Background: an optimization exercise with open tools, aiming at small area and few clock cycles. Do not read the settings as production practice. Where RTL was checked, it was by simulation tests only, not by an equivalence proof against the original. Power figures rest on the tool's default switching activity, not on a simulated workload.

==> flow/design.v (excerpt) <==
module F(
    input empty,
    input [15:0] iu,
    input [15:0] iv,
    input [15:0] offset,
    input [PRECISION-1:0] indatar,
    input [PRECISION-1:0] indatai,
    output read,
    output valid,
    output [15:0] gind,
    output [15:0] cind,
    output [PRECISION-1:0] outdatar,
    output [PRECISION-1:0] outdatai,
    input clk,
    input rst
    );
	parameter PRECISION = 32;
	parameter GSIZE = 32;
	parameter SUPPORT = 7;
	parameter SSIZE = 2*SUPPORT+1;
	reg [3:0] k;	 
	wire last = (k == SSIZE - 1);
	always @(posedge clk)
		if (rst)
			k <= 0;
		else if (!empty)
			k <= last ? 4'd0 : k + 4'd1;
	function [31:0] csa(input [15:0] a, input [15:0] b, input [15:0] c);
		csa = {(a & b) | (a & c) | (b & c), a ^ b ^ c};
	endfunction
	function [16:0] padd(input [15:0] a, input [15:0] b, input ci);
		reg [15:0] g, p, gg, pp;
		integer i, j, l;
		begin
			g = a & b;
			p = a ^ b;
			gg = g;
			pp = p;
			gg[0] = g[0] | (p[0] & ci);
			for (l = 0; l < 4; l = l + 1)
				for (i = 0; i < 16; i = i + 1)
					if ((i >> l) & 1) begin
  ...
==> module F, before the edit <==
module F(
    input empty,
    input [15:0] iu,
    input [15:0] iv,
    input [15:0] offset,
    input [PRECISION-1:0] indatar,
    input [PRECISION-1:0] indatai,
    output read,
    output valid,
    output [15:0] gind,
    output [15:0] cind,
    output [PRECISION-1:0] outdatar,
    output [PRECISION-1:0] outdatai,
    input clk,
    input rst
    );
	parameter PRECISION = 32;
	parameter GSIZE = 32;
	parameter SUPPORT = 7;
	parameter SSIZE = 2*SUPPORT+1;
	reg [3:0] k;	 
	wire last = (k == SSIZE - 1);
	always @(posedge clk)
		if (rst)
			k <= 0;
		else if (!empty)
			k <= last ? 4'd0 : k + 4'd1;
	function [31:0] csa(input [15:0] a, input [15:0] b, input [15:0] c);
		csa = {(a & b) | (a & c) | (b & c), a ^ b ^ c};
	endfunction
	function [16:0] padd(input [15:0] a, input [15:0] b, input ci);
		reg [15:0] g, p, gg, pp;
		integer i, j, l;
		begin
			g = a & b;
			p = a ^ b;
			gg = g;
			pp = p;
			gg[0] = g[0] | (p[0] & ci);
			for (l = 0; l < 4; l = l + 1)
				for (i = 0; i < 16; i = i + 1)
					if ((i >> l) & 1) begin
						j = ((i >> (l + 1)) << (l + 1)) + (1 << l) - 1;
						gg[i] = gg[i] | (pp[i] & gg[j]);
						pp[i] = pp[i] & pp[j];
					end
			padd = {gg[15], p ^ {gg[14:0], ci}};
		end
	endfunction
	wire [3:0] n0 = offset[3:0], n1 = offset[7:4], n2 = offset[11:8], n3 = offset[15:12];
	wire [31:0] t = csa(n1, n2, n3);			 
	wire [31:0] sc = csa(t[3:0], {t[19:16], 1'b0}, n0);
	wire [16:0] s = padd(sc[4:0], {sc[20:16], 1'b0}, 1'b0);	 
	reg [2:0] c;
	always @(*)
		case (s[5:0])
			0, 1, 2, 3, 4, 5, 6, 7, 8, 9, 10, 11, 12, 13, 14: c = 3'd0;
			15, 16, 17, 18, 19, 20, 21, 22, 23, 24, 25, 26, 27, 28, 29: c = 3'd1;
			30, 31, 32, 33, 34, 35, 36, 37, 38, 39, 40, 41, 42, 43, 44: c = 3'd2;
			45, 46, 47, 48, 49, 50, 51, 52, 53, 54, 55, 56, 57, 58, 59: c = 3'd3;
			default: c = 3'd4;
		endcase
	wire [31:0] dc = csa(t[3:0], {t[19:16], 1'b0}, k);
	wire [16:0] d = padd(dc[4:0], {dc[20:16], 1'b0}, 1'b0);	 
	wire [16:0] u = padd({n3, n3}, n2, 1'b0);		 
	wire [16:0] bh = padd(u[8:0], d[5:4], 1'b0);
	wire [16:0] q = padd({bh[8:0], d[3:0]}, c, 1'b0);
	assign cind = {3'd0, q[12:0]};
	assign valid = !empty;
	assign read = !empty && last;
	wire [16:0] iu7 = padd(iu, 16'hfff9, 1'b0);
	wire [31:0] gc = csa(iv[10:0], iu7[15:5], k);
	wire [16:0] gh = padd(gc[10:0], {gc[25:16], 1'b0}, 1'b0);
	assign gind = {gh[10:0], iu7[4:0]};
	assign outdatar = indatar;
	assign outdatai = indatai;
endmodule
==> flow/config.mk <==
export PLATFORM = sky130hd
export DESIGN_NAME = F
export DESIGN_NICKNAME = F
export VERILOG_FILES = /design/flow/design.v
export SDC_FILE = /design/flow/constraint.sdc
export NUM_CORES = 4
export LEC_CHECK = 0
export CAP_MARGIN = 20
export CORE_MARGIN = 2
export CORE_UTILIZATION = 55
export CTS_BUF_LIST = sky130_fd_sc_hd__clkbuf_1
export CTS_CLUSTER_DIAMETER = 200
export CTS_CLUSTER_SIZE = 20
export SLEW_MARGIN = 20
==> flow/constraint.sdc <==
create_clock -name core_clock -period 8.0 [get_ports {clk}]
set_input_delay 1.6000 -clock core_clock [delete_from_list [all_inputs] [get_ports {clk}]]
set_output_delay 1.6000 -clock core_clock [all_outputs]
set_load 0.01 [all_outputs]
standard.sh (not shown) runs the stock make flow with config.mk's settings and CLKGATE_MAP_FILE= SYNTH_SCRIPT=/design/flow/synth_recipe.tcl, a recipe that flattens the netlist after the stock synthesis.
==> flow/flow/run.sh <==
#!/bin/bash
# Standard layout with two changes to synthesis: adders stay plain gates
# (no full/half-adder cells) and ABC maps with flow/abc.script.
# Each tool's output goes to a log file in the work folder.
set -e
W=$(pwd)
{ head -n 1 synth_recipe.tcl; cat flow/abc_proc.tcl; tail -n +2 synth_recipe.tcl; } > own_synth.tcl
export MY_ABC_SCRIPT=$W/flow/abc.script MY_ABC_D=4500
bash standard.sh ADDER_MAP_FILE= SYNTH_SCRIPT=$W/own_synth.tcl BUFFER_PORTS_ARGS="-buffer_cell sky130_fd_sc_hd__buf_1" finish > standard.log 2>&1
==> flow/flow/abc.script <==
strash; dch; amap; topo; stime -c
==> flow/flow/abc_proc.tcl <==
# Own ABC script for technology mapping: synth.tcl calls abc with its
# -script and -D; this replaces the script with $MY_ABC_SCRIPT, in which
# {D} stands for the delay target $MY_ABC_D (ps).
proc abc {args} {
  set f [open $::env(MY_ABC_SCRIPT) r]
  set s [string map [list "{D}" $::env(MY_ABC_D)] [read $f]]
  close $f
  set script $::env(OBJECTS_DIR)/own_abc.script
  set f [open $script w]
  puts $f $s
  close $f
  set out {}
  for {set i 0} {$i < [llength $args]} {incr i} {
    set a [lindex $args $i]
    if {$a eq "-script"} { incr i; lappend out -script $script; continue }
    if {$a eq "-D"} { incr i; continue }
    lappend out $a
  }
  yosys abc {*}$out
}
Testbench counts at the start, summed over its fixed seeds: cycles 21,630.
Change:
--- a/flow/design.v
+++ b/flow/design.v
@@ -53,10 +53,22 @@
 	always @(posedge clk)
 		if (rst)
 			k <= 0;
 		else if (!empty)
 			k <= last ? 4'd0 : k + 4'd1;
+	function [16:0] radd(input [15:0] a, input [15:0] b, input ci);
+		integer i;
+		reg c;
+		begin
+			c = ci;
+			for (i = 0; i < 16; i = i + 1) begin
+				radd[i] = a[i] ^ b[i] ^ c;
+				c = (a[i] & b[i]) | (c & (a[i] ^ b[i]));
+			end
+			radd[16] = c;
+		end
+	endfunction
 	function [31:0] csa(input [15:0] a, input [15:0] b, input [15:0] c);
 		csa = {(a & b) | (a & c) | (b & c), a ^ b ^ c};
 	endfunction
 	function [16:0] padd(input [15:0] a, input [15:0] b, input ci);
 		reg [15:0] g, p, gg, pp;
@@ -96,12 +108,13 @@
 	wire [16:0] bh = padd(u[8:0], d[5:4], 1'b0);
 	wire [16:0] q = padd({bh[8:0], d[3:0]}, c, 1'b0);
 	assign cind = {3'd0, q[12:0]};
 	assign valid = !empty;
 	assign read = !empty && last;
-	wire [16:0] iu7 = padd(iu, 16'hfff9, 1'b0);
-	wire [31:0] gc = csa(iv[10:0], iu7[15:5], k);
-	wire [16:0] gh = padd(gc[10:0], {gc[25:16], 1'b0}, 1'b0);
-	assign gind = {gh[10:0], iu7[4:0]};
+	wire [16:0] gl = radd(iu[4:0], 5'd25, 1'b0);
+	wire [31:0] g1 = csa(iv[10:0], iu[15:5], 11'h7ff);
+	wire [31:0] g2 = csa(g1[10:0], {g1[25:16], 1'b0}, k);
+	wire [16:0] gh = radd(g2[10:0], {g2[25:16], 1'b0}, gl[5]);
+	assign gind = {gh[10:0], gl[4:0]};
 	assign outdatar = indatar;
 	assign outdatai = indatai;
 endmodule
Sequential cell count stays the same.
Wire length came out lower by about 36%.
Worst hold slack gets worse by 0.014 ns.
Via count shrinks by about 5.3%.
Combinational power went up by about 7%.
Final area went down by about 2%.
Fmax goes up by about 2.5%.
Power went up by about 6%.
Clock power hardly moves.
Core utilization went down by 0.33 points.
Global-route usage shrinks by 11 points.
Worst setup slack gains 0.18 ns.
Function not checked in the second run of this note: the RTL went through the layout flow alone.

[separate check: timing with driven ports]
The results above use ideal ports. As a check the final layouts listed here were re-extracted and re-timed, cells and wires unchanged. Step 1 (the two cells are an assumption about what drives the block):
set clk [get_ports {clk}]
set_driving_cell -lib_cell sky130_fd_sc_hd__clkbuf_16 $clk
set_driving_cell -lib_cell sky130_fd_sc_hd__buf_2 [delete_from_list [all_inputs] $clk]
Step 2 adds t to the input delays and takes it off the output delays; t is the mean of the earliest and latest rising clock arrival at the registers after step 1. Input paths then give back, and output paths get back, about the clock's delay inside the block. Slacks: no drivers / after step 1 / after step 2; pairs: no drivers / after step 1.
run | t, ns | slack for setup (ns) | worst setup path after step 2
the first run | 0.261 | 0.557 / 0.533 / 0.533 | input to output
the second run | 0.255 | 0.737 / 0.704 / 0.704 | input to output
After both steps setup and hold are still met in every run listed. The setup slack of the second run, which loses most, moves by -0.033 ns with the drivers and by -0.033 ns with both steps.
